This design comes from an exercise in tuning for small area on the open sky130 flow, not from production work. Only simulation tests tie the RTL to the original design; equivalence was not proved. Power is estimated from default activity; no workload was simulated.

==> design.v <==
`timescale 1ns / 1ps
module top_leds(
  input         clk,
  input         reset,
  input  [76:0] str,
  input         new_string,
  output [15:0] ledsOut
);
  wire [6:0] efect = str[76:70];
  wire load_e = (efect == 7'd51);
  wire efect0 = !((efect == 7'd49) | (efect == 7'd50) | (efect == 7'd51) |
                  (efect == 7'd52) | (efect == 7'd53));
  reg [9:0] rc;
  wire r_idle  = ~|rc;
  wire r_check = &rc;
  always @(posedge clk) begin
    if (reset) rc <= 10'd0;
    else if (r_check) begin
      if (new_string) rc <= 10'd0;
    end else if (r_idle & new_string) rc <= 10'h135;
    else rc <= {rc[8:0], rc[9] ^ rc[6]};
  end
  wire run_efect = r_check;
  wire stable = r_check & ~new_string;    
  reg started, first_buf;
  always @(posedge clk) begin
    if (reset) started <= 1'b0;
    else if (r_idle & new_string) started <= 1'b1;
  end
  always @(posedge clk) begin
    if (r_idle & new_string) first_buf <= ~started;
  end
  reg [4:0] dv;
  wire tick = &dv;
  wire done_crt, new_col;
  localparam S_START = 3'd0, S_1 = 3'd1, S_2 = 3'd2, S_3 = 3'd3, S_4 = 3'd4,
             S_5 = 3'd5, S_3F = 3'd7;
  reg [2:0] cs, nst;
  reg add_1, add_2, reset_1, reset_2, load_crt, reset_new, load_led, rst;
  reg [2:0] vuelta;
  reg [3:0] T;
  wire top_1 = vuelta[2] & ~vuelta[1];    
  always @(*) begin
    add_1 = 1'b0; add_2 = 1'b0; reset_1 = 1'b0; reset_2 = 1'b0;
    load_crt = 1'b0; reset_new = 1'b0; load_led = 1'b0; rst = 1'b0;
    nst = S_START;
    case (cs)
      S_START: begin
        reset_1 = 1'b1; reset_2 = 1'b1; reset_new = 1'b1; rst = 1'b1;
        nst = ((load_e | efect0) & run_efect) ? S_1 : S_START;
      end
      S_1: begin
        load_crt = 1'b1; reset_new = 1'b1;
        nst = S_2;
      end
      S_2: begin
        if (new_col) nst = efect0 ? S_3F : S_3;
        else if (done_crt) nst = efect0 ? S_1 : S_4;
        else nst = S_2;
      end
      S_3: begin
        reset_new = 1'b1; load_led = 1'b1;
        nst = done_crt ? S_4 : S_2;
      end
      S_3F: begin
        reset_1 = 1'b1; reset_2 = 1'b1; reset_new = 1'b1; load_led = 1'b1;
        nst = done_crt ? S_4 : S_2;
      end
      S_4: begin
        add_1 = 1'b1;
        nst = top_1 ? S_5 : S_1;
      end
      S_5: begin
        add_2 = 1'b1; reset_1 = 1'b1;
        nst = S_1;
      end
      default: nst = S_START;
    endcase
  end
  always @(posedge clk) begin
    if (reset) cs <= S_START;
    else cs <= nst;
  end
  always @(posedge clk) begin
    if (reset || reset_1) vuelta <= 3'd0;
    else if (add_1) vuelta <= {vuelta[1:0], ~vuelta[2]};    
  end
  always @(posedge clk) begin
    if (reset || reset_2) T <= 4'd0;
    else if (add_2) T <= T + 1'b1;
  end
  always @(posedge clk) begin
    if (reset || rst) dv <= 5'd0;
    else dv <= dv + 1'b1;
  end
  reg [2:0] sl;
  reg [4:0] u;
  wire sl5 = sl[2] & ~sl[1];
  wire at79 = sl5 & u[3] & u[1] & u[0];
  wire u17 = u[4] & u[0] & ~u[1];
  wire [2:0] sl_inc = u17 ? {sl[1:0], ~sl[2]} : sl;
  wire [4:0] u_inc = u17 ? 5'd1 : u + 1'b1;
  always @(posedge clk) begin
    if (reset || load_crt) begin
      sl <= 3'b000; u <= 5'd17;
    end else if (tick) begin
      if (!at79) begin sl <= sl_inc; u <= u_inc; end
      else u[4] <= 1'b1;
    end
  end
  assign done_crt = sl5 & u[4];
  assign new_col = ~|dv;
  wire tick1 = (dv == 5'd30);
  reg [2:0] sl2;
  reg [4:0] u2;
  always @(*) begin
    if ((nst == S_1) | load_crt) begin sl2 = 3'b000; u2 = 5'd17; end
    else if ((tick | tick1) & ~at79) begin sl2 = sl_inc; u2 = u_inc; end
    else begin sl2 = sl; u2 = u; end
  end
  wire [6:0] code2 = ({7{sl2[0] & ~sl2[1] & first_buf}} & str[6:0])
                   | ({7{sl2[1] & ~sl2[2]}} & str[13:7])
                   | ({7{sl2[2] & sl2[0]}} & str[20:14])
                   | ({7{sl2[1] & ~sl2[0]}} & str[27:21])
                   | ({7{sl2[2] & ~sl2[1]}} & str[34:28]);
  reg [10:0] rreg;
  always @(posedge clk) begin
    if (stable) rreg <= {code2, u2[3:0]};
  end
  wire [15:0] word;
  fontrom fr(.code(rreg[10:4]), .col(rreg[3:0]), .q(word));
  reg [15:0] tempn;
  reg [3:0] con_tem;
  always @(posedge clk) begin
    if (reset) con_tem <= 4'hf;
    else if (load_led) con_tem <= 4'b0;
    else if (con_tem < T) con_tem <= con_tem + 1'b1;
  end
  always @(posedge clk) begin
    if (load_led) tempn <= ~word;
    else if (con_tem < T) tempn <= {tempn[0], tempn[15:1]};
  end
  assign ledsOut = ~(tempn | {16{con_tem != T}});
endmodule
module fontrom(input [6:0] code, input [3:0] col, output [15:0] q);
  reg ox, oy; reg [7:0] base; reg [15:0] res;
  always @(*) begin case (code)
    7'd35: {ox,oy} = 2'b01;
    7'd36: {ox,oy} = 2'b01;
    7'd37: {ox,oy} = 2'b11;
    7'd40: {ox,oy} = 2'b10;
    7'd41: {ox,oy} = 2'b10;
    7'd42: {ox,oy} = 2'b11;
    7'd43: {ox,oy} = 2'b01;
    7'd45: {ox,oy} = 2'b01;
    7'd47: {ox,oy} = 2'b11;
    7'd58: {ox,oy} = 2'b01;
    7'd60: {ox,oy} = 2'b01;
    7'd61: {ox,oy} = 2'b10;
    7'd62: {ox,oy} = 2'b01;
    7'd76: {ox,oy} = 2'b10;
    7'd77: {ox,oy} = 2'b10;
    7'd87: {ox,oy} = 2'b10;
    7'd91: {ox,oy} = 2'b10;
    7'd92: {ox,oy} = 2'b11;
    7'd97: {ox,oy} = 2'b10;
    7'd102: {ox,oy} = 2'b10;
    7'd106: {ox,oy} = 2'b10;
    7'd109: {ox,oy} = 2'b10;
    7'd113: {ox,oy} = 2'b10;
    7'd117: {ox,oy} = 2'b10;
    7'd119: {ox,oy} = 2'b10;
    7'd123: {ox,oy} = 2'b10;
    7'd125: {ox,oy} = 2'b10;
    7'd126: {ox,oy} = 2'b01;
    default: {ox,oy} = 2'b00; endcase end
  wire [2:0] m = (ox & ~col[0]) ? col[3:1] - 1'b1 : col[3:1];
  always @(*) begin case ({code,m})
    10'd241: base = 8'h7e;
    10'd242: base = 8'h7f;
    10'd243: base = 8'h1d;
    10'd244: base = 8'h39;
    10'd245: base = 8'h7f;
    10'd246: base = 8'h7e;
    10'd249: base = 8'h7c;
    10'd250: base = 8'h7e;
    10'd251: base = 8'h06;
    10'd252: base = 8'h06;
    10'd253: base = 8'h7e;
    10'd254: base = 8'h78;
    10'd267: base = 8'h5e;
    10'd268: base = 8'h5e;
    10'd274: base = 8'h0e;
    10'd277: base = 8'h0e;
    10'd281: base = 8'h14;
    10'd282: base = 8'h3e;
    10'd283: base = 8'h14;
    10'd284: base = 8'h14;
    10'd285: base = 8'h3e;
    10'd286: base = 8'h14;
    10'd289: base = 8'h24;
    10'd290: base = 8'h2a;
    10'd291: base = 8'h6b;
    10'd292: base = 8'h6b;
    10'd293: base = 8'h2a;
    10'd294: base = 8'h12;
    10'd296: base = 8'h40;
    10'd297: base = 8'h63;
    10'd298: base = 8'h33;
    10'd299: base = 8'h18;
    10'd300: base = 8'h0c;
    10'd301: base = 8'h66;
    10'd302: base = 8'h63;
    10'd304: base = 8'h20;
    10'd305: base = 8'h74;
    10'd306: base = 8'h5e;
    10'd307: base = 8'h4a;
    10'd308: base = 8'h5e;
    10'd309: base = 8'h34;
    10'd310: base = 8'h78;
    10'd311: base = 8'h48;
    10'd314: base = 8'h08;
    10'd315: base = 8'h0e;
    10'd316: base = 8'h06;
    10'd322: base = 8'h3c;
    10'd323: base = 8'h7e;
    10'd324: base = 8'h42;
    10'd330: base = 8'h42;
    10'd331: base = 8'h7e;
    10'd332: base = 8'h3c;
    10'd337: base = 8'h36;
    10'd338: base = 8'h3e;
    10'd339: base = 8'h1c;
    10'd340: base = 8'h3e;
    10'd341: base = 8'h36;
    10'd345: base = 8'h08;
    10'd346: base = 8'h08;
    10'd347: base = 8'h3e;
    10'd348: base = 8'h3e;
    10'd349: base = 8'h08;
    10'd350: base = 8'h08;
    10'd354: base = 8'h40;
    10'd355: base = 8'h70;
    10'd356: base = 8'h30;
    10'd361: base = 8'h08;
    10'd362: base = 8'h08;
    10'd363: base = 8'h08;
    10'd364: base = 8'h08;
    10'd365: base = 8'h08;
    10'd366: base = 8'h08;
    10'd371: base = 8'h60;
    10'd372: base = 8'h60;
    10'd377: base = 8'h30;
    10'd378: base = 8'h18;
    10'd379: base = 8'h0c;
    10'd380: base = 8'h06;
    10'd381: base = 8'h02;
    10'd385: base = 8'h3c;
    10'd386: base = 8'h7e;
    10'd387: base = 8'h52;
    10'd388: base = 8'h4a;
    10'd389: base = 8'h7e;
    10'd390: base = 8'h3c;
    10'd394: base = 8'h44;
    10'd395: base = 8'h7e;
    10'd396: base = 8'h7e;
    10'd397: base = 8'h40;
    10'd401: base = 8'h64;
    10'd402: base = 8'h76;
    10'd403: base = 8'h52;
    10'd404: base = 8'h52;
    10'd405: base = 8'h5e;
    10'd406: base = 8'h4c;
    10'd409: base = 8'h24;
    10'd410: base = 8'h66;
    10'd411: base = 8'h42;
    10'd412: base = 8'h4a;
    10'd413: base = 8'h7e;
    10'd414: base = 8'h34;
    10'd417: base = 8'h1e;
    10'd418: base = 8'h1e;
    10'd419: base = 8'h10;
    10'd420: base = 8'h7c;
    10'd421: base = 8'h7c;
    10'd422: base = 8'h10;
    10'd425: base = 8'h2e;
    10'd426: base = 8'h6a;
    10'd427: base = 8'h4a;
    10'd428: base = 8'h4a;
    10'd429: base = 8'h7a;
    10'd430: base = 8'h32;
    10'd433: base = 8'h3c;
    10'd434: base = 8'h7e;
    10'd435: base = 8'h4a;
    10'd436: base = 8'h4a;
    10'd437: base = 8'h7a;
    10'd438: base = 8'h30;
    10'd441: base = 8'h02;
    10'd442: base = 8'h02;
    10'd443: base = 8'h72;
    10'd444: base = 8'h7e;
    10'd445: base = 8'h0e;
    10'd446: base = 8'h02;
    10'd449: base = 8'h34;
    10'd450: base = 8'h7e;
    10'd451: base = 8'h4a;
    10'd452: base = 8'h4a;
    10'd453: base = 8'h7e;
    10'd454: base = 8'h34;
    10'd457: base = 8'h0c;
    10'd458: base = 8'h5e;
    10'd459: base = 8'h52;
    10'd460: base = 8'h52;
    10'd461: base = 8'h7e;
    10'd462: base = 8'h3c;
    10'd467: base = 8'h36;
    10'd468: base = 8'h36;
    10'd475: base = 8'h76;
    10'd476: base = 8'h36;
    10'd482: base = 8'h08;
    10'd483: base = 8'h1c;
    10'd484: base = 8'h36;
    10'd485: base = 8'h22;
    10'd489: base = 8'h3c;
    10'd490: base = 8'h3c;
    10'd491: base = 8'h3c;
    10'd492: base = 8'h3c;
    10'd493: base = 8'h3c;
    10'd498: base = 8'h22;
    10'd499: base = 8'h36;
    10'd500: base = 8'h1c;
    10'd501: base = 8'h08;
    10'd505: base = 8'h04;
    10'd506: base = 8'h06;
    10'd507: base = 8'h52;
    10'd508: base = 8'h52;
    10'd509: base = 8'h1e;
    10'd510: base = 8'h0c;
    10'd513: base = 8'h3c;
    10'd514: base = 8'h7e;
    10'd515: base = 8'h42;
    10'd516: base = 8'h5a;
    10'd517: base = 8'h5e;
    10'd518: base = 8'h4c;
    10'd521: base = 8'h7c;
    10'd522: base = 8'h7e;
    10'd523: base = 8'h12;
    10'd524: base = 8'h12;
    10'd525: base = 8'h7e;
    10'd526: base = 8'h7c;
    10'd529: base = 8'h7e;
    10'd530: base = 8'h7e;
    10'd531: base = 8'h4a;
    10'd532: base = 8'h4a;
    10'd533: base = 8'h7e;
    10'd534: base = 8'h34;
    10'd537: base = 8'h3c;
    10'd538: base = 8'h7e;
    10'd539: base = 8'h42;
    10'd540: base = 8'h42;
    10'd541: base = 8'h66;
    10'd542: base = 8'h24;
    10'd545: base = 8'h7e;
    10'd546: base = 8'h7e;
    10'd547: base = 8'h42;
    10'd548: base = 8'h42;
    10'd549: base = 8'h7e;
    10'd550: base = 8'h3c;
    10'd553: base = 8'h7e;
    10'd554: base = 8'h7e;
    10'd555: base = 8'h4a;
    10'd556: base = 8'h4a;
    10'd557: base = 8'h42;
    10'd558: base = 8'h42;
    10'd561: base = 8'h7e;
    10'd562: base = 8'h7e;
    10'd563: base = 8'h0a;
    10'd564: base = 8'h0a;
    10'd565: base = 8'h02;
    10'd566: base = 8'h02;
    10'd569: base = 8'h3c;
    10'd570: base = 8'h7e;
    10'd571: base = 8'h42;
    10'd572: base = 8'h52;
    10'd573: base = 8'h76;
    10'd574: base = 8'h34;
    10'd577: base = 8'h7e;
    10'd578: base = 8'h7e;
    10'd579: base = 8'h08;
    10'd580: base = 8'h08;
    10'd581: base = 8'h7e;
    10'd582: base = 8'h7e;
    10'd586: base = 8'h42;
    10'd587: base = 8'h7e;
    10'd588: base = 8'h7e;
    10'd589: base = 8'h42;
    10'd593: base = 8'h20;
    10'd594: base = 8'h62;
    10'd595: base = 8'h42;
    10'd596: base = 8'h7e;
    10'd597: base = 8'h3e;
    10'd598: base = 8'h02;
    10'd601: base = 8'h7e;
    10'd602: base = 8'h7e;
    10'd603: base = 8'h18;
    10'd604: base = 8'h3c;
    10'd605: base = 8'h66;
    10'd606: base = 8'h42;
    10'd609: base = 8'h7e;
    10'd610: base = 8'h7e;
    10'd611: base = 8'h40;
    10'd612: base = 8'h40;
    10'd613: base = 8'h40;
    10'd616: base = 8'h7e;
    10'd617: base = 8'h7e;
    10'd618: base = 8'h0c;
    10'd619: base = 8'h18;
    10'd620: base = 8'h0c;
    10'd621: base = 8'h7e;
    10'd622: base = 8'h7e;
    10'd625: base = 8'h7e;
    10'd626: base = 8'h7e;
    10'd627: base = 8'h1c;
    10'd628: base = 8'h38;
    10'd629: base = 8'h7e;
    10'd630: base = 8'h7e;
    10'd633: base = 8'h3c;
    10'd634: base = 8'h7e;
    10'd635: base = 8'h42;
    10'd636: base = 8'h42;
    10'd637: base = 8'h7e;
    10'd638: base = 8'h3c;
    10'd641: base = 8'h7e;
    10'd642: base = 8'h7e;
    10'd643: base = 8'h12;
    10'd644: base = 8'h12;
    10'd645: base = 8'h1e;
    10'd646: base = 8'h0c;
    10'd649: base = 8'h3c;
    10'd650: base = 8'h7e;
    10'd651: base = 8'h42;
    10'd652: base = 8'h62;
    10'd653: base = 8'h3e;
    10'd654: base = 8'h5c;
    10'd657: base = 8'h7e;
    10'd658: base = 8'h7e;
    10'd659: base = 8'h12;
    10'd660: base = 8'h12;
    10'd661: base = 8'h7e;
    10'd662: base = 8'h6c;
    10'd665: base = 8'h2e;
    10'd666: base = 8'h7e;
    10'd667: base = 8'h5a;
    10'd668: base = 8'h5a;
    10'd669: base = 8'h7e;
    10'd670: base = 8'h34;
    10'd673: base = 8'h02;
    10'd674: base = 8'h02;
    10'd675: base = 8'h7e;
    10'd676: base = 8'h7e;
    10'd677: base = 8'h02;
    10'd678: base = 8'h02;
    10'd681: base = 8'h3e;
    10'd682: base = 8'h7e;
    10'd683: base = 8'h40;
    10'd684: base = 8'h40;
    10'd685: base = 8'h7e;
    10'd686: base = 8'h3e;
    10'd689: base = 8'h1e;
    10'd690: base = 8'h3e;
    10'd691: base = 8'h60;
    10'd692: base = 8'h60;
    10'd693: base = 8'h3e;
    10'd694: base = 8'h1e;
    10'd696: base = 8'h7e;
    10'd697: base = 8'h7e;
    10'd698: base = 8'h30;
    10'd699: base = 8'h18;
    10'd700: base = 8'h30;
    10'd701: base = 8'h7e;
    10'd702: base = 8'h7e;
    10'd705: base = 8'h62;
    10'd706: base = 8'h36;
    10'd707: base = 8'h1c;
    10'd708: base = 8'h1c;
    10'd709: base = 8'h36;
    10'd710: base = 8'h62;
    10'd713: base = 8'h06;
    10'd714: base = 8'h0e;
    10'd715: base = 8'h78;
    10'd716: base = 8'h78;
    10'd717: base = 8'h0e;
    10'd718: base = 8'h06;
    10'd721: base = 8'h62;
    10'd722: base = 8'h72;
    10'd723: base = 8'h5a;
    10'd724: base = 8'h4e;
    10'd725: base = 8'h46;
    10'd726: base = 8'h42;
    10'd730: base = 8'h7e;
    10'd731: base = 8'h7e;
    10'd732: base = 8'h42;
    10'd737: base = 8'h02;
    10'd738: base = 8'h06;
    10'd739: base = 8'h0c;
    10'd740: base = 8'h18;
    10'd741: base = 8'h30;
    10'd747: base = 8'h42;
    10'd748: base = 8'h7e;
    10'd749: base = 8'h7e;
    10'd753: base = 8'h04;
    10'd754: base = 8'h06;
    10'd755: base = 8'h06;
    10'd756: base = 8'h03;
    10'd757: base = 8'h06;
    10'd758: base = 8'h04;
    10'd761: base = 8'h40;
    10'd762: base = 8'h40;
    10'd763: base = 8'h40;
    10'd764: base = 8'h40;
    10'd765: base = 8'h40;
    10'd766: base = 8'h40;
    10'd770: base = 8'h06;
    10'd771: base = 8'h0e;
    10'd772: base = 8'h08;
    10'd776: base = 8'h38;
    10'd777: base = 8'h7c;
    10'd778: base = 8'h44;
    10'd779: base = 8'h44;
    10'd780: base = 8'h3c;
    10'd781: base = 8'h7c;
    10'd782: base = 8'h40;
    10'd785: base = 8'h7f;
    10'd786: base = 8'h7f;
    10'd787: base = 8'h44;
    10'd788: base = 8'h44;
    10'd789: base = 8'h7c;
    10'd790: base = 8'h38;
    10'd793: base = 8'h38;
    10'd794: base = 8'h7c;
    10'd795: base = 8'h44;
    10'd796: base = 8'h44;
    10'd797: base = 8'h6c;
    10'd798: base = 8'h28;
    10'd801: base = 8'h38;
    10'd802: base = 8'h7c;
    10'd803: base = 8'h44;
    10'd804: base = 8'h44;
    10'd805: base = 8'h7f;
    10'd806: base = 8'h7f;
    10'd809: base = 8'h38;
    10'd810: base = 8'h7c;
    10'd811: base = 8'h54;
    10'd812: base = 8'h54;
    10'd813: base = 8'h5c;
    10'd814: base = 8'h48;
    10'd817: base = 8'h08;
    10'd818: base = 8'h7c;
    10'd819: base = 8'h7e;
    10'd820: base = 8'h0a;
    10'd821: base = 8'h02;
    10'd825: base = 8'h18;
    10'd826: base = 8'hbc;
    10'd827: base = 8'ha4;
    10'd828: base = 8'ha4;
    10'd829: base = 8'hfc;
    10'd830: base = 8'h7c;
    10'd833: base = 8'h7f;
    10'd834: base = 8'h7f;
    10'd835: base = 8'h04;
    10'd836: base = 8'h04;
    10'd837: base = 8'h7c;
    10'd838: base = 8'h78;
    10'd843: base = 8'h7d;
    10'd844: base = 8'h7d;
    10'd849: base = 8'h40;
    10'd850: base = 8'hc0;
    10'd851: base = 8'h80;
    10'd852: base = 8'hfd;
    10'd853: base = 8'h7d;
    10'd857: base = 8'h7f;
    10'd858: base = 8'h7f;
    10'd859: base = 8'h18;
    10'd860: base = 8'h38;
    10'd861: base = 8'h6c;
    10'd862: base = 8'h44;
    10'd866: base = 8'h3f;
    10'd867: base = 8'h7f;
    10'd868: base = 8'h40;
    10'd869: base = 8'h40;
    10'd872: base = 8'h7c;
    10'd873: base = 8'h7c;
    10'd874: base = 8'h04;
    10'd875: base = 8'h78;
    10'd876: base = 8'h04;
    10'd877: base = 8'h7c;
    10'd878: base = 8'h78;
    10'd881: base = 8'h7c;
    10'd882: base = 8'h7c;
    10'd883: base = 8'h04;
    10'd884: base = 8'h04;
    10'd885: base = 8'h7c;
    10'd886: base = 8'h78;
    10'd889: base = 8'h38;
    10'd890: base = 8'h7c;
    10'd891: base = 8'h44;
    10'd892: base = 8'h44;
    10'd893: base = 8'h7c;
    10'd894: base = 8'h38;
    10'd897: base = 8'hfc;
    10'd898: base = 8'hfc;
    10'd899: base = 8'h24;
    10'd900: base = 8'h24;
    10'd901: base = 8'h3c;
    10'd902: base = 8'h18;
    10'd904: base = 8'h18;
    10'd905: base = 8'h3c;
    10'd906: base = 8'h24;
    10'd907: base = 8'h24;
    10'd908: base = 8'hfc;
    10'd909: base = 8'hfc;
    10'd910: base = 8'h40;
    10'd913: base = 8'h7c;
    10'd914: base = 8'h7c;
    10'd915: base = 8'h08;
    10'd916: base = 8'h04;
    10'd917: base = 8'h0c;
    10'd918: base = 8'h08;
    10'd921: base = 8'h48;
    10'd922: base = 8'h5c;
    10'd923: base = 8'h54;
    10'd924: base = 8'h54;
    10'd925: base = 8'h74;
    10'd926: base = 8'h20;
    10'd929: base = 8'h04;
    10'd930: base = 8'h3e;
    10'd931: base = 8'h7e;
    10'd932: base = 8'h44;
    10'd933: base = 8'h64;
    10'd934: base = 8'h20;
    10'd936: base = 8'h3c;
    10'd937: base = 8'h7c;
    10'd938: base = 8'h40;
    10'd939: base = 8'h40;
    10'd940: base = 8'h3c;
    10'd941: base = 8'h7c;
    10'd942: base = 8'h40;
    10'd945: base = 8'h1c;
    10'd946: base = 8'h3c;
    10'd947: base = 8'h60;
    10'd948: base = 8'h60;
    10'd949: base = 8'h3c;
    10'd950: base = 8'h1c;
    10'd952: base = 8'h3c;
    10'd953: base = 8'h7c;
    10'd954: base = 8'h40;
    10'd955: base = 8'h3c;
    10'd956: base = 8'h40;
    10'd957: base = 8'h7c;
    10'd958: base = 8'h7c;
    10'd961: base = 8'h44;
    10'd962: base = 8'h6c;
    10'd963: base = 8'h38;
    10'd964: base = 8'h38;
    10'd965: base = 8'h6c;
    10'd966: base = 8'h44;
    10'd969: base = 8'h1c;
    10'd970: base = 8'hbc;
    10'd971: base = 8'ha0;
    10'd972: base = 8'ha0;
    10'd973: base = 8'hfc;
    10'd974: base = 8'h7c;
    10'd977: base = 8'h44;
    10'd978: base = 8'h64;
    10'd979: base = 8'h74;
    10'd980: base = 8'h5c;
    10'd981: base = 8'h4c;
    10'd982: base = 8'h44;
    10'd985: base = 8'h18;
    10'd986: base = 8'h18;
    10'd987: base = 8'h3c;
    10'd988: base = 8'h7e;
    10'd989: base = 8'h42;
    10'd995: base = 8'h7e;
    10'd996: base = 8'h7e;
    10'd1001: base = 8'h42;
    10'd1002: base = 8'h7e;
    10'd1003: base = 8'h3c;
    10'd1004: base = 8'h18;
    10'd1005: base = 8'h18;
    10'd1009: base = 8'h08;
    10'd1010: base = 8'h04;
    10'd1011: base = 8'h0c;
    10'd1012: base = 8'h18;
    10'd1013: base = 8'h10;
    10'd1014: base = 8'h08;
    default: base = 8'h00; endcase end
  reg [15:0] rset, rclr;
  always @(*) begin case ({code,col})
    11'd1511: rset = 16'h0002;
    default: rset = 16'h0000; endcase end
  always @(*) begin case ({code,col})
    11'd484: rclr = 16'h0002;
    11'd485: rclr = 16'h0002;
    11'd486: rclr = 16'h0002;
    11'd487: rclr = 16'h0002;
    11'd488: rclr = 16'h0002;
    11'd489: rclr = 16'h0002;
    11'd490: rclr = 16'h0002;
    11'd491: rclr = 16'h0002;
    11'd500: rclr = 16'h0008;
    11'd501: rclr = 16'h0008;
    11'd502: rclr = 16'h0008;
    11'd503: rclr = 16'h0008;
    11'd504: rclr = 16'h0008;
    11'd505: rclr = 16'h0008;
    11'd506: rclr = 16'h0008;
    11'd507: rclr = 16'h0008;
    11'd608: rclr = 16'h0c00;
    11'd623: rclr = 16'h30c0;
    11'd675: rclr = 16'h0240;
    11'd677: rclr = 16'h0180;
    11'd678: rclr = 16'h1008;
    11'd679: rclr = 16'h0420;
    11'd680: rclr = 16'h0420;
    11'd681: rclr = 16'h1008;
    11'd682: rclr = 16'h0180;
    11'd684: rclr = 16'h0240;
    11'd979: rclr = 16'h0180;
    11'd980: rclr = 16'h0180;
    11'd981: rclr = 16'h0180;
    11'd982: rclr = 16'h0180;
    11'd983: rclr = 16'h0180;
    11'd984: rclr = 16'h0180;
    11'd985: rclr = 16'h0180;
    11'd986: rclr = 16'h0180;
    11'd987: rclr = 16'h0180;
    11'd988: rclr = 16'h0180;
    11'd1330: rclr = 16'h0084;
    11'd1331: rclr = 16'h0084;
    11'd1332: rclr = 16'h0200;
    11'd1333: rclr = 16'h0200;
    11'd1334: rclr = 16'h0240;
    11'd1335: rclr = 16'h0240;
    11'd1336: rclr = 16'h0240;
    11'd1337: rclr = 16'h0240;
    11'd1338: rclr = 16'h0040;
    11'd1339: rclr = 16'h0040;
    11'd1506: rclr = 16'h0030;
    11'd1508: rclr = 16'h000c;
    11'd1511: rclr = 16'h0030;
    11'd1512: rclr = 16'h0001;
    11'd1513: rclr = 16'h0001;
    11'd1924: rclr = 16'h0400;
    11'd1925: rclr = 16'h2000;
    11'd1927: rclr = 16'h0840;
    11'd1928: rclr = 16'h0840;
    11'd1930: rclr = 16'h2000;
    11'd1931: rclr = 16'h0400;
    11'd1971: rclr = 16'h0240;
    11'd1972: rclr = 16'h0240;
    11'd1973: rclr = 16'h0240;
    11'd1974: rclr = 16'h0240;
    11'd1977: rclr = 16'h0180;
    11'd1978: rclr = 16'h0180;
    11'd2005: rclr = 16'h0180;
    11'd2006: rclr = 16'h0180;
    11'd2009: rclr = 16'h0240;
    11'd2010: rclr = 16'h0240;
    11'd2011: rclr = 16'h0240;
    11'd2012: rclr = 16'h0240;
    default: rclr = 16'h0000; endcase end
  wire [15:0] dbl = {base[7],base[7],base[6],base[6],base[5],base[5],base[4],base[4],base[3],base[3],base[2],base[2],base[1],base[1],base[0],base[0]};
  assign q = ((oy ? {dbl[14:0],1'b0} : dbl) & ~rclr) | rset;
endmodule
==> flow/run.sh <==
#!/bin/bash
# Own layout flow: the standard flow (standard.sh) with two changes.
#  1. Synthesis is the standard synthesis script, except that its one
#     technology-mapping ABC call runs flow/abc_area_deep.script (deep AIG
#     optimisation, then area-only mapping) instead of ORFS's abc_area.script.
#     Registers come from the same Yosys steps, so they are the standard ones.
#     Yosys's extract_fa is skipped too, so ABC maps the few counters as
#     plain logic instead of fixed half-adder cells.
#  2. Port buffers use the smallest buffer cell, sky130_fd_sc_hd__buf_1.
#  3. Clock tree synthesis uses clkbuf_8 buffers and no dummy loads.
# Each step's output goes to a log file of its own in the work folder (and
# ORFS's own per-step logs stay under orfs/logs/).
set -euo pipefail
W=$(pwd)
F=$W/flow
{
  echo "proc abc {args} {"
  echo "  set i [lsearch -exact \$args -script]"
  echo "  if {\$i >= 0} { lset args [expr {\$i + 1}] {$F/abc_area_deep.script} }"
  echo "  yosys abc {*}\$args"
  echo "}"
  echo "proc extract_fa {args} {}"
  cat "$W/synth_recipe.tcl"
} > "$W/own_synth.tcl"
bash "$W/standard.sh" SYNTH_SCRIPT="$W/own_synth.tcl" synth > "$W/log_1_synth.txt" 2>&1
export BUFFER_PORTS_ARGS="-buffer_cell sky130_fd_sc_hd__buf_1"
export CTS_ARGS="-sink_clustering_enable -repair_clock_nets -buf_list sky130_fd_sc_hd__clkbuf_8 -sink_clustering_size 24 -dont_use_dummy_load"
bash "$W/standard.sh" finish > "$W/log_2_layout.txt" 2>&1
==> flow/abc_area_deep.script <==
strash
&get -n
&deepsyn -T 600
&put
dch
amap
topo
==> standard.sh <==
#!/bin/bash
# synth_recipe.tcl (not shown) runs the flow's synth.tcl, then flattens the netlist and writes it again
# the make line also repeats each setting of config.mk as NAME=value (left out here)
make -C /OpenROAD-flow-scripts/flow DESIGN_CONFIG=/design/flow/config.mk WORK_HOME=/design/flow/orfs CLKGATE_MAP_FILE= SYNTH_SCRIPT=/design/flow/synth_recipe.tcl "${@:-finish}"
==> config.mk <==
export PLATFORM = sky130hd
export DESIGN_NAME = top_leds
export DESIGN_NICKNAME = top_leds
export VERILOG_FILES = /design/flow/design.v
export SDC_FILE = /design/flow/constraint.sdc
export NUM_CORES = 4
export LEC_CHECK = 0
export ABC_AREA = 1
export CAP_MARGIN = 20
export CORE_MARGIN = 2
export CORE_UTILIZATION = 50
export CTS_BUF_LIST = sky130_fd_sc_hd__clkbuf_8
export CTS_CLUSTER_SIZE = 24
export GPL_TIMING_DRIVEN = 0
export SLEW_MARGIN = 20
export SYNTH_MEMORY_MAX_BITS = 65536
==> constraint.sdc <==
create_clock -name core_clock -period 10.0 [get_ports {clk}]
set_input_delay 2.0000 -clock core_clock [delete_from_list [all_inputs] [get_ports {clk}]]
set_output_delay 2.0000 -clock core_clock [all_outputs]
set_load 0.01 [all_outputs]
==> results of run 1 <==
==> cell families (layout without fill, tap and decap cells) <==
logic type / Yosys count / in the layout
buffers and inverters: 130 / 201
and+or+nand+nor: 380 / 380
DFF: 68 / 68
AOI/OAI and AO/OA: 292 / 292
==> where the power goes <==
part / internal, uW / total [uW] / switching, uW
combinational: 26.2 / 64.4 / 38.3
clock: 80.0 / 176 / 96.4
sequential: 308 / 324 / 16.0
==> flip-flops by register name, summed over array words and instances, names as in the netlist, 3 cells and up <==
name	flops
tempn	16
rreg	11
rc	10
dv	5
u	5
T	4
con_tem	4
cs	3
sl	3
vuelta	3
==> metrics by stage <==
| stage | hold slack (ns) | instance area, um2 |
|---|---|---|
| after global placement | 0.432 | 6120 |
| after detailed placement | 0.442 | 6160 |
| after global routing | 0.466 | 6290 |
| final | 0.455 | 6290 |
| after CTS | 0.458 | 6280 |
| after floorplan | 0.425 | 5720 |
==> layer usage <==
layer	up-vias	track usage, %
li1	3349	-
met1	3404	49.3
met2	781	64.3
met3	250	12.5
met4	0	26.8
met5	-	0
==> worst max-delay path, stage by stage (launching register included) <==
cell and delay [ns]:
edfxtp_1 0.62, clkinv_1 0.30, o22ai_4 0.72, clkinv_1 0.78
nor2_1 0.95, clkinv_1 0.55, nor2_1 0.28, nor2_1 0.26
clkinv_1 0.16, nor2_1 0.06, nor3_1 0.29, nor2_1 0.07
o22ai_1 0.32, clkinv_1 0.25, o32a_1 0.39, o21ai_0 0.37
o221ai_1 0.32, o22ai_1 0.46, nand2_1 0.22, a21oi_1 0.22
nor2_1 0.09, a2111oi_0 0.51, a31oi_1 0.21, o221ai_1 0.25
o21a_1 0.17
==> area by class of cell <==
| class | count | area (um2) | share of cell area [%] |
|---|---|---|---|
| clock buffer | 9 | 124 | 1.97 |
| inverter | 130 | 488 | 7.76 |
| multi-input combinational | 672 | 3620 | 57.5 |
| sequential | 68 | 1640 | 26.1 |
| tap | 143 | 179 | 2.84 |
| timing repair buffer | 62 | 238 | 3.78 |
==> worst max path at each step <==
stage | end | slack (ns) | cells after the start
finish | tempn[10] | 1.00 | 24
global route | tempn[8] | 1.12 | 28
CTS | tempn[8] | 1.85 | 28
detailed placement | tempn[8] | 1.91 | 28
global placement | tempn[8] | 0.01 | 28
floorplan | fr.ox | 4.07 | 11
==> synth_stat cells (6+ instances only) <==
cell type / n / area, um2
nand2_1: 56 / 210
edfxtp_1: 28 / 841
nor2b_1: 8 / 50.1
a31oi_1: 24 / 150
o31ai_1: 7 / 52.6
o21ai_0: 61 / 305
clkinv_1: 130 / 488
o22ai_1: 32 / 200
o221ai_1: 19 / 166
a222oi_1: 7 / 70.1
a211oi_1: 16 / 120
a21oi_1: 45 / 225
o21a_1: 17 / 128
or3_1: 10 / 62.6
dfxtp_1: 40 / 801
o2111ai_1: 8 / 70.1
a2111oi_0: 6 / 52.6
nor2_1: 228 / 856
o211ai_1: 8 / 60.1
nor3_1: 39 / 195
o32a_1: 7 / 70.1
nand3_1: 15 / 75.1
nor4_1: 6 / 37.5
==> cell usage in the layout (no fill, tap or decap), types with 4 or more instances in the layout <==
master and n:
o32a_1 7, nand3_1 15, nand2_1 56, nor2_1 226, or3_1 10, dfxtp_1 40, nand4_1 4, nor4_1 5
o311ai_0 5, o32ai_1 5, nor3_1 39, o2111ai_1 7, o31ai_1 7, or2_0 5, o22ai_1 31, buf_1 60
a21oi_1 45, edfxtp_1 28, o21ai_0 61, o21a_1 17, o211ai_1 8, clkbuf_8 9, o221ai_1 19, clkinv_1 130
a31oi_1 24, a211oi_1 16, nor2b_1 8, or4_1 5, a22oi_1 5, a2111oi_0 6, a222oi_1 7, o311a_1 4
==> results.rst, run 1 <==
.. list-table::
   :header-rows: 1

   * - Metric
     - Value
   * - Result of the run
     - no timing/DRC/antenna violations
   * - Setup skew after layout
     - 0.0277 ns
   * - Maximum frequency from static timing analysis
     - 111 MHz
   * - Post-CTS repair timing setup buffer count
     - 0
   * - Portion of the clock cycle consumed by the worst path in the final layout
     - 90.0%
   * - Area of the core region
     - 11300 um2
   * - End point of the worst hold path
     - first_buf
   * - Dominant combinational cell family by area after synthesis
     - compound AO/OA/AOI/OAI gates
   * - CP required
     - 10.23 ns
   * - Placed Cells
     - 1075
   * - Slack of the worst reg-to-reg path
     - 1.00 ns
   * - Clock tree sinks
     - 68
   * - Basic-gate share of the synthesized area counting and, or, nand and nor cells
     - 28.1%
   * - Count of warnings emitted by yosys
     - 2
   * - Proportion of register bits with asynchronous set or reset after synthesis
     - 0%
   * - Wire length of the first global-routing pass
     - 39.7 mm
   * - Worst Tran Pin Value
     - 1.12 ns
   * - Post-synthesis sequential area ratio
     - 28.7%
   * - Average wire per standard cell
     - 23.8 um
   * - Synthesized-area fraction occupied by ao, oa, aoi and oai cells
     - 34.6%
   * - Sort of element at the end of the critical path
     - flop
   * - WL met3
     - 3.74 mm
   * - Worst r2r dst
     - tempn[10]
   * - Max-capacitance violation count
     - 0
   * - Worst-Skew Late Latency
     - 0.38 ns
   * - Initial DRT Pass Iterations
     - 10
   * - All-layer global routing usage
     - 41.3%
   * - Vertical extent of the die
     - 111 um
   * - Multiplexer share of the synthesized area
     - 0%
   * - Category of the critical setup timing path
     - flop to flop
   * - Maximum level of the CTS H-tree
     - 3
   * - Layout filler cell count
     - 1024
   * - Count of unique library cells instantiated by Yosys
     - 44
   * - Starting density of the core
     - 50.7%
   * - Max Buffers Root-to-Sink
     - 2
   * - Average via count per standard cell
     - 7.18
   * - Critical path launch point type
     - flop
   * - Cell area power density
     - 89.7 nW/um2
   * - DRC violations left
     - 0
   * - Final hold violation count
     - 0
   * - Critical R2R Launch
     - rreg[2]
   * - Post-Synthesis Net Count
     - 950
   * - Number of nets in the finished design
     - 1023
   * - Maximum number of pins on one net before global-route repair
     - 26
   * - Number of global-route vias before repair
     - 7231
   * - GP Congestion
     - 1.13
   * - Total of hold buffers inserted after clock tree synthesis
     - 0
   * - Arrival time reported for the critical path endpoint
     - 9.22 ns
   * - Tot Pwr
     - 564 uW
   * - Final cell count without fillers
     - 1084
   * - Met2 wire length
     - 10.8 mm
   * - Congestion Overflow GR
     - 0
   * - Floorplan die area
     - 12300 um2
   * - Area of the mapped netlist
     - 5720 um2
   * - Xor and xnor area share after synthesis
     - 0%
   * - Port buffer count
     - 60
   * - Largest driver fanout on the critical path
     - 23
   * - Main flop type after synthesis
     - dfxtp_1
   * - Setup repair after global routing missed its margin
     - false
   * - Worst vdd rail ir drop
     - 0.000175 V
   * - Number of antenna violations at the first check in global routing
     - 0
   * - Post-cts sizing count
     - 0
   * - Count of flip-flops with a built-in enable after synthesis
     - 28
   * - Count of pins on the block boundary
     - 96
   * - Routed length on met1
     - 8.90 mm
   * - Final wirelength
     - 25.8 mm
   * - Fraction of final layout cells sized beyond drive strength 1
     - 1.70%
   * - Fin Setup TNS
     - 0 ns
   * - Antenna-violating nets left
     - 0
   * - Layout Area Growth over Synthesis
     - 10.0%
   * - Pre-CTS WS
     - 1.91 ns
   * - Clock root buffer
     - clkbuf_8
   * - Tightest Hold Check Type
     - flop to flop
   * - Slew headroom
     - 25.2%
   * - First-iteration detailed-routing DRC count
     - 1452
   * - Synthesized instance count
     - 870
   * - Area share of fa/ha/maj cells after synthesis
     - 0%
   * - Final setup violation count
     - 0
   * - Worst Reg2Reg Path Length in Cells
     - 24
   * - Number of storage elements in the synthesis netlist
     - 68
   * - Setup ws final
     - 1.00 ns
   * - Count of vias placed by the detailed router
     - 7784
   * - Clock tree from TritonCTS
     - yes
   * - Syn avg cell area
     - 6.57 um2
   * - Top layer used by detailed routing
     - met4
   * - Leakage power of the design
     - 0.00199 uW
   * - Register clock-pin slew on the reported worst setup and hold paths
     - 0.07 ns
   * - Post-DP HPWL
     - 18.8 mm
   * - Core Rows
     - 39
   * - Total inserted antenna cells
     - 0
   * - Hold Crit Start
     - started
   * - TritonCTS Buffers
     - 9
   * - Final worst path period need
     - 9.00 ns
   * - Max-slew violation total from the final report
     - 0
   * - CP startpoint
     - rreg[2]
   * - Die Span X
     - 111 um
   * - Post-layout utilization of the core
     - 55.8%
   * - Cells on Worst Hold Path
     - 1
==> run 2: changes to the inputs <==
==> flow/abc_area_deep.script (replaced) <==
strash
&get -n
&deepsyn -T 900
&put
dch
amap
topo
==> run 2 against run 1 <==
  * Highest routed layer unchanged
  * First-iteration DRC count up 12%
  * Critical path depth is 2 lower
  * Clock skew down 0.010 ns
  * Die area shrank 0.34%
  * Final cell count rose by 0.46%
  * Sequential share of layout area up 0.16 points
  * Sequential power is essentially flat
  * Clock power is 4% lower
==> results.rst, run 2 <==
.. list-table::
   :header-rows: 1

   * - Metric
     - Value
   * - Result of the run
     - no timing/DRC/antenna violations
   * - Synthesized instance count
     - 878
   * - Cell occurring most often along the worst timing path
     - nor2_1
   * - Proportion of register bits with asynchronous set or reset after synthesis
     - 0%
   * - Final setup violation count
     - 0
   * - Clock tree sinks
     - 68
   * - Delay contributed by the slowest stage of the critical path
     - 0.94 ns
   * - Most used standard cell by instance count after synthesis
     - nor2_1
   * - Count of warnings emitted by yosys
     - 2
   * - Count of pins on the block boundary
     - 96
   * - Total inserted antenna cells
     - 0
   * - Final worst path period need
     - 8.38 ns
   * - Maximum frequency from static timing analysis
     - 119 MHz
   * - Number of antenna violations at the first check in global routing
     - 0
   * - Max-slew violation total from the final report
     - 0
   * - Post-layout utilization of the core
     - 56.9%
   * - Port buffer count
     - 60
   * - Starting density of the core
     - 51.9%
   * - Fin Setup TNS
     - 0 ns
   * - Commonest cells after routing, fill and taps aside
     - nor2_1, clkinv_1, nand2_1
   * - Leakage power of the design
     - 0.00197 uW
   * - Clock root buffer
     - clkbuf_8
   * - Slew headroom
     - 22.0%
   * - Clock tree from TritonCTS
     - yes
   * - Critical path, cell by cell
     - clkinv_1, o21ai_0, nor2_1, nor2_2, clkinv_1, nor2_1, a31oi_1, a21o_1, a31oi_1, nand2_1, o22ai_1, o21ai_0, clkinv_1, o211ai_1, nor2_1, a21oi_1, o21a_1, nor3_1, nor3_1, a31oi_1, nor2_1, o32a_1
   * - Biggest regs
     - tempn (16), rreg (11), rc (10)
   * - Max Buffers Root-to-Sink
     - 2
   * - Maximum number of pins on one net before global-route repair
     - 25
   * - Sort of element at the end of the critical path
     - flop
   * - Final wirelength
     - 25.3 mm
   * - Cell area power density
     - 89.6 nW/um2
   * - Initial DRT Pass Iterations
     - 14
   * - Antenna-violating nets left
     - 0
   * - Finished Cell Area
     - 6250 um2
   * - Largest driver fanout on the critical path
     - 16
   * - TritonCTS Buffers
     - 9
   * - Area of the core region
     - 11000 um2
   * - Most frequent cells after synthesis
     - nor2_1, clkinv_1, nand2_1, o21ai_0, a21oi_1
   * - Area of the mapped netlist
     - 5700 um2
   * - Worst Tran Pin Value
     - 1.17 ns
   * - All-layer global routing usage
     - 40.4%
   * - Tightest Hold Check Type
     - flop to flop
   * - Fraction of final layout cells sized beyond drive strength 1
     - 1.69%
   * - Most common cell after layout, fill and taps aside
     - nor2_1
   * - Xor and xnor area share after synthesis
     - 0%
   * - Average via count per standard cell
     - 7.23
   * - Congestion Overflow GR
     - 0
   * - Average wire per standard cell
     - 23.3 um
   * - Leading area contributor after synthesis
     - edfxtp_1
   * - Basic-gate share of the synthesized area counting and, or, nand and nor cells
     - 30.0%
   * - Multiplexer share of the synthesized area
     - 0%
   * - Total of hold buffers inserted after clock tree synthesis
     - 0
   * - Die Span X
     - 111 um
   * - First-iteration detailed-routing DRC count
     - 1625
   * - Worst vdd rail ir drop
     - 0.000173 V
   * - Post-cts sizing count
     - 0
   * - Synthesized-area fraction occupied by ao, oa, aoi and oai cells
     - 32.6%
   * - Cell with the biggest individual delay on the critical path
     - o21ai_0
   * - Count of vias placed by the detailed router
     - 7878
   * - Category of the critical setup timing path
     - flop to flop
   * - Post-synthesis sequential area ratio
     - 28.8%
   * - Main flop type after synthesis
     - dfxtp_1
   * - Final hold violation count
     - 0
   * - Total cell area at the placement stage
     - 6120 um2
   * - Number of global-route vias before repair
     - 7303
   * - Layout Area Growth over Synthesis
     - 9.73%
   * - Wire length of the first global-routing pass
     - 39.3 mm
   * - Dominant combinational cell family by area after synthesis
     - compound AO/OA/AOI/OAI gates
   * - Post-synth top area share
     - 14.8%
   * - Vertical extent of the die
     - 111 um
   * - Layout filler cell count
     - 1041
   * - Count of flip-flops with a built-in enable after synthesis
     - 28
   * - Portion of the clock cycle consumed by the worst path in the final layout
     - 83.8%
   * - Core Rows
     - 38
   * - Setup ws final
     - 1.62 ns
   * - Max FFs per register
     - 16
   * - Number of storage elements in the synthesis netlist
     - 68
   * - Worst-case hold slack
     - 0.455 ns
   * - Pre-CTS WS
     - 2.53 ns
   * - Syn avg cell area
     - 6.49 um2
   * - Area share of fa/ha/maj cells after synthesis
     - 0%
   * - Setup repair after global routing missed its margin
     - false
   * - Arrival time reported for the critical path endpoint
     - 8.49 ns
   * - Max-capacitance violation count
     - 0
   * - Largest cells by area after synthesis
     - edfxtp_1, nor2_1, dfxtp_1, clkinv_1, o21ai_0
   * - DRC violations left
     - 0
   * - Floorplan die area
     - 12300 um2
   * - GP Congestion
     - 1.22
   * - Post-Synthesis Net Count
     - 958
   * - Worst-Skew Late Latency
     - 0.35 ns
   * - Biggest register
     - tempn
   * - Maximum level of the CTS H-tree
     - 3
   * - CP required
     - 10.11 ns
   * - Setup skew after layout
     - 0.0176 ns
   * - Register clock-pin slew on the reported worst setup and hold paths
     - 0.07 ns
   * - Post-DP HPWL
     - 18.4 mm
   * - Number of nets in the finished design
     - 1031
   * - Worst Reg2Reg Path Length in Cells
     - 22
   * - Count of unique library cells instantiated by Yosys
     - 45
   * - Cells on Worst Hold Path
     - 1
   * - Critical path launch point type
     - flop
   * - Post-CTS repair timing setup buffer count
     - 0
## run 2: layout make-up
class                      count  area, um2  share of cell area, %
multi-input combinational    680       3590                   57.4
sequential                    68       1640                   26.3
inverter                     130        488                   7.80
timing repair buffer          62        235                   3.76
tap                          140        175                   2.80
clock buffer                   9        124                   1.98
## run 2: metrics by stage
stage | cells | power [uW]
2_1_floorplan | 878 | 369
3_3_place_gp | 1078 | 385
3_5_place_dp | 1080 | 391
4_1_cts | 1089 | 559
5_1_grt | 1089 | 584
6_report | 1089 | 560
## run 2: path summary, 6_finish.rpt
kind              startpoint   endpoint  slack [ns]
setup / recovery     rreg[1]   tempn[6]        1.62
hold / removal       started  first_buf        0.45
setup reg to reg     rreg[1]   tempn[6]        1.62
hold reg to reg      started  first_buf        0.45
## run 2: critical path, delay by kind of cell (launching register included)
kind / cells / cell delay, ns
buffers and inverters: 3 / 1.14
AND/OR/NAND/NOR: 8 / 2.77
flip-flops: 1 / 0.47
AO/OA/AOI/OAI: 11 / 3.74
## run 2: power by group
group          switching, uW  internal [uW]  total, uW  leakage, uW
registers               17.3            308        325     0.000578
logic                   39.0           26.7       65.7      0.00133
clock network           89.4           79.9        169    0.0000647
## run 2: cells by family after synthesis
logic type | after synthesis
buf+inv | 130
simple gates | 402
compound gates | 278
flops | 68
## run 2: per-layer routing
metal	vias up	GRT usage, %	part of all wire, %
met5	-	0	0
met4	0	26.3	9.4
li1	3346	-	-
met1	3440	47.0	34
met3	272	17.3	15
met2	820	60.7	41
==> run 3: changes to the inputs <==
--- a/flow/run.sh
+++ b/flow/run.sh
@@ -7,7 +7,8 @@
 #     Yosys's extract_fa is skipped too, so ABC maps the few counters as
 #     plain logic instead of fixed half-adder cells.
 #  2. Port buffers use the smallest buffer cell, sky130_fd_sc_hd__buf_1.
-#  3. Clock tree synthesis uses clkbuf_8 buffers and no dummy loads.
+#  3. Clock tree synthesis uses a clkbuf_8 root, clkbuf_4 buffers below it
+#     and no dummy loads.
 # Each step's output goes to a log file of its own in the work folder (and
 # ORFS's own per-step logs stay under orfs/logs/).
 set -euo pipefail
@@ -24,5 +25,5 @@
 } > "$W/own_synth.tcl"
 bash "$W/standard.sh" SYNTH_SCRIPT="$W/own_synth.tcl" synth > "$W/log_1_synth.txt" 2>&1
 export BUFFER_PORTS_ARGS="-buffer_cell sky130_fd_sc_hd__buf_1"
-export CTS_ARGS="-sink_clustering_enable -repair_clock_nets -buf_list sky130_fd_sc_hd__clkbuf_8 -sink_clustering_size 24 -dont_use_dummy_load"
+export CTS_ARGS="-sink_clustering_enable -repair_clock_nets -root_buf sky130_fd_sc_hd__clkbuf_8 -buf_list sky130_fd_sc_hd__clkbuf_4 -sink_clustering_size 24 -dont_use_dummy_load"
 bash "$W/standard.sh" finish > "$W/log_2_layout.txt" 2>&1
==> run 3 against run 2 <==
  * Still clean on timing, DRC and antenna
  * Worst hold slack stayed put
  * Count of clock-buffer cells in the layout stayed put
  * Worst setup slack stayed put
  * Via count stayed put
  * Critical path depth stayed put
  * Sequential power hardly changed
  * Die area stayed put
  * Clock skew stayed put
  * Critical path type unchanged
==> results.rst, run 3 <==
.. list-table::
   :header-rows: 1

   * - Metric
     - Value
   * - TritonCTS Buffers
     - 9
   * - Critical path, cell by cell
     - clkinv_1, o21ai_0, nor2_1, nor2_2, clkinv_1, nor2_1, a31oi_1, a21o_1, a31oi_1, nand2_1, o22ai_1, o21ai_0, clkinv_1, o211ai_1, nor2_1, a21oi_1, o21a_1, nor3_1, nor3_1, a31oi_1, nor2_1, o32a_1
   * - Cell occurring most often along the worst timing path
     - nor2_1
   * - Part of the total power dissipated in the clock network
     - 30.2%
   * - GP Congestion
     - 1.22
   * - Register clock-pin slew on the reported worst setup and hold paths
     - 0.07 ns
   * - Worst Tran Pin Value
     - 1.17 ns
   * - Total of hold buffers inserted after clock tree synthesis
     - 0
   * - Maximum frequency from static timing analysis
     - 119 MHz
   * - Post-CTS repair timing setup buffer count
     - 0
   * - Portion of total power attributed to combinational logic
     - 11.7%
   * - Count of flip-flops with a built-in enable after synthesis
     - 28
   * - Area of the core region
     - 11000 um2
   * - Vertical extent of the die
     - 111 um
   * - Clock root buffer
     - clkbuf_8
   * - Category of the critical setup timing path
     - flop to flop
   * - Core Rows
     - 38
   * - Slew headroom
     - 22.0%
   * - Syn avg cell area
     - 6.49 um2
   * - Post-cts sizing count
     - 0
   * - Number of antenna violations at the first check in global routing
     - 0
   * - Worst-case hold slack
     - 0.455 ns
   * - Clock tree from TritonCTS
     - yes
   * - Max-capacitance violation count
     - 0
   * - Final worst path period need
     - 8.38 ns
   * - Count of vias placed by the detailed router
     - 7878
   * - Total inserted antenna cells
     - 0
   * - Max Buffers Root-to-Sink
     - 2
   * - Synthesized instance count
     - 878
   * - Tightest Hold Check Type
     - flop to flop
   * - Post-Synthesis Net Count
     - 958
   * - All-layer global routing usage
     - 40.4%
   * - Hold Crit Start
     - started
   * - Count of warnings emitted by yosys
     - 2
   * - Main flop type after synthesis
     - dfxtp_1
   * - Final wirelength
     - 25.3 mm
   * - Port buffer count
     - 60
   * - Final cell count without fillers
     - 1089
   * - Cells on Worst Hold Path
     - 1
   * - Average via count per standard cell
     - 7.23
   * - Layout Area Growth over Synthesis
     - 9.73%
   * - Count of pins on the block boundary
     - 96
   * - Starting density of the core
     - 51.9%
   * - End point of the worst hold path
     - first_buf
   * - Largest cells by area after synthesis
     - edfxtp_1, nor2_1, dfxtp_1, clkinv_1, o21ai_0
   * - Placed Cells
     - 1080
   * - Flop pwr share
     - 58.0%
   * - Biggest regs
     - tempn (16), rreg (11), rc (10)
   * - Cell with the biggest individual delay on the critical path
     - o21ai_0
   * - Setup skew after layout
     - 0.0176 ns
   * - Setup repair after global routing missed its margin
     - false
   * - Arrival time reported for the critical path endpoint
     - 8.49 ns
   * - Commonest cells after routing, fill and taps aside
     - nor2_1, clkinv_1, nand2_1
   * - Maximum level of the CTS H-tree
     - 3
   * - Most frequent cells after synthesis
     - nor2_1, clkinv_1, nand2_1, o21ai_0, a21oi_1
   * - Critical path launch point type
     - flop
   * - Delay contributed by the slowest stage of the critical path
     - 0.94 ns
   * - Layout filler cell count
     - 1041
   * - Leading area contributor after synthesis
     - edfxtp_1
   * - CP required
     - 10.11 ns
   * - Proportion of register bits with asynchronous set or reset after synthesis
     - 0%
   * - Most common cell after layout, fill and taps aside
     - nor2_1
   * - Cell area power density
     - 89.6 nW/um2
   * - Worst r2r dst
     - tempn[6]
   * - Number of nets in the finished design
     - 1031
   * - Result of the run
     - no timing/DRC/antenna violations
   * - Clock tree sinks
     - 68
   * - Fraction of final layout cells sized beyond drive strength 1
     - 1.69%
   * - Die Span X
     - 111 um
   * - Worst-Skew Late Latency
     - 0.35 ns
   * - Number of storage elements in the synthesis netlist
     - 68
   * - Number of global-route vias before repair
     - 7303
   * - Sort of element at the end of the critical path
     - flop
   * - Max FFs per register
     - 16
   * - Fraction of power spent switching nets
     - 26.0%
   * - Average wire per standard cell
     - 23.3 um
   * - Area of the mapped netlist
     - 5700 um2
   * - Post-DP HPWL
     - 18.4 mm
   * - Critical R2R Launch
     - rreg[1]
   * - Internal power consumption
     - 414 uW
   * - Worst Reg2Reg Path Length in Cells
     - 22
   * - Maximum number of pins on one net before global-route repair
     - 25
   * - Portion of the clock cycle consumed by the worst path in the final layout
     - 83.8%
   * - Final setup violation count
     - 0
   * - Worst vdd rail ir drop
     - 0.000173 V
   * - Wire length of the first global-routing pass
     - 39.3 mm
   * - Antenna-violating nets left
     - 0
   * - Slack of the worst reg-to-reg path
     - 1.62 ns
   * - Combined flip-flop and latch cell area
     - 1640 um2
   * - DRC violations left
     - 0
   * - Largest driver fanout on the critical path
     - 16
   * - Biggest register
     - tempn
   * - Initial DRT Pass Iterations
     - 14
   * - Congestion Overflow GR
     - 0
   * - Max-slew violation total from the final report
     - 0
   * - Post-synthesis sequential area ratio
     - 28.8%
   * - Most used standard cell by instance count after synthesis
     - nor2_1
   * - Post-synth top area share
     - 14.8%
   * - Floorplan die area
     - 12300 um2
   * - Final hold violation count
     - 0
   * - Net Switching
     - 146 uW
   * - First-iteration detailed-routing DRC count
     - 1625
   * - Leakage power of the design
     - 0.00197 uW
   * - Fin Setup TNS
     - 0 ns
   * - Multi-input combinational cell area
     - 3590 um2
   * - Count of unique library cells instantiated by Yosys
     - 45
   * - Post-layout utilization of the core
     - 56.9%
run 3: area by class of cell:
cell class              count  area share [%]
clock buffers               9            1.98
inverters                 130            7.80
multi-input cells         680            57.4
flip-flops and latches     68            26.3
well taps                 140            2.80
repair buffers             62            3.76
run 3: worst max-delay path: cells and delay by family (launching register included):
family | cells | cell delay, ns
AOI/OAI and AO/OA | 11 | 3.74
buffers and inverters | 3 | 1.14
DFF | 1 | 0.47
and+or+nand+nor | 8 | 2.77
run 3: how the worst max path moves through the flow:
stage	end	slack, ns	depth (start not counted)	startpoint
floorplan	fr.ox	3.87	9	new_string
global placement	tempn[10]	1.55	21	rreg[1]
detailed placement	tempn[6]	2.53	22	rreg[1]
CTS	tempn[6]	2.52	22	rreg[1]
global route	tempn[10]	1.82	21	rreg[1]
finish	tempn[6]	1.62	22	rreg[1]
run 3: stage by stage:
step,area (um2),setup WS [ns],power (uW)
after global placement,6100,1.55,385
after floorplan,5700,3.87,369
after global routing,6250,1.82,584
after detailed placement,6120,2.53,391
after CTS,6240,2.52,559
final,6250,1.62,560
run 3: logic make-up (layout without fill, tap and decap cells):
family / Yosys count / count (layout) / share of synthesized area, %
AO/OA/AOI/OAI: 278 / 278 / 32.6
buffers and inverters: 130 / 201 / 8.56
AND/OR/NAND/NOR: 402 / 402 / 30.0
flip-flops: 68 / 68 / 28.8
run 3: power groups by stage:
stage	Sequential, uW	Combinational, uW	Clock, uW
after floorplan	324	45.4	0
after global placement	327	58.3	0
after detailed placement	329	62.0	0
after CTS	324	64.9	170
after global routing	326	74.0	183
final	325	65.7	169
run 3: metal layers:
metal  vias up  wire, um  global-route usage (%)
li1       3346         -                       -
met1      3440      8660                    47.0
met5         -         0                       0
met4         0      2390                    26.3
met3       272      3910                    17.3
met2       820     10400                    60.7

==> re-timing with driven ports <==
Ports are ideal in the flow. The routed layouts listed here were re-timed in OpenROAD.
Step 1 sets driving cells, clkbuf_16 on the clock port and buf_2 on the other inputs (assumed; they add their load-dependent delay and slew).
Step 2 adds t to the input delays and takes it off the output delays; t is the mean of the earliest and latest rising clock arrival at the registers after step 1. Input paths then give back, and output paths get back, about the clock's delay inside the block.
Three values: ideal ports, drivers, drivers and shift; two values: the first two.
run	t (ns)	setup slack, ns	worst hold slack (ns)	worst setup path at the end	worst data-port slew with drivers (ns)
run 1	0.406	1.003 / 1.003 / 1.003	0.455 / 0.455 / 0.455	register to register	0.04
run 2	0.375	1.620 / 1.620 / 1.620	0.455 / 0.455 / 0.455	register to register	0.04
run 3	0.375	1.620 / 1.620 / 1.620	0.455 / 0.455 / 0.455	register to register	0.04
After both steps every run listed still meets setup and hold.
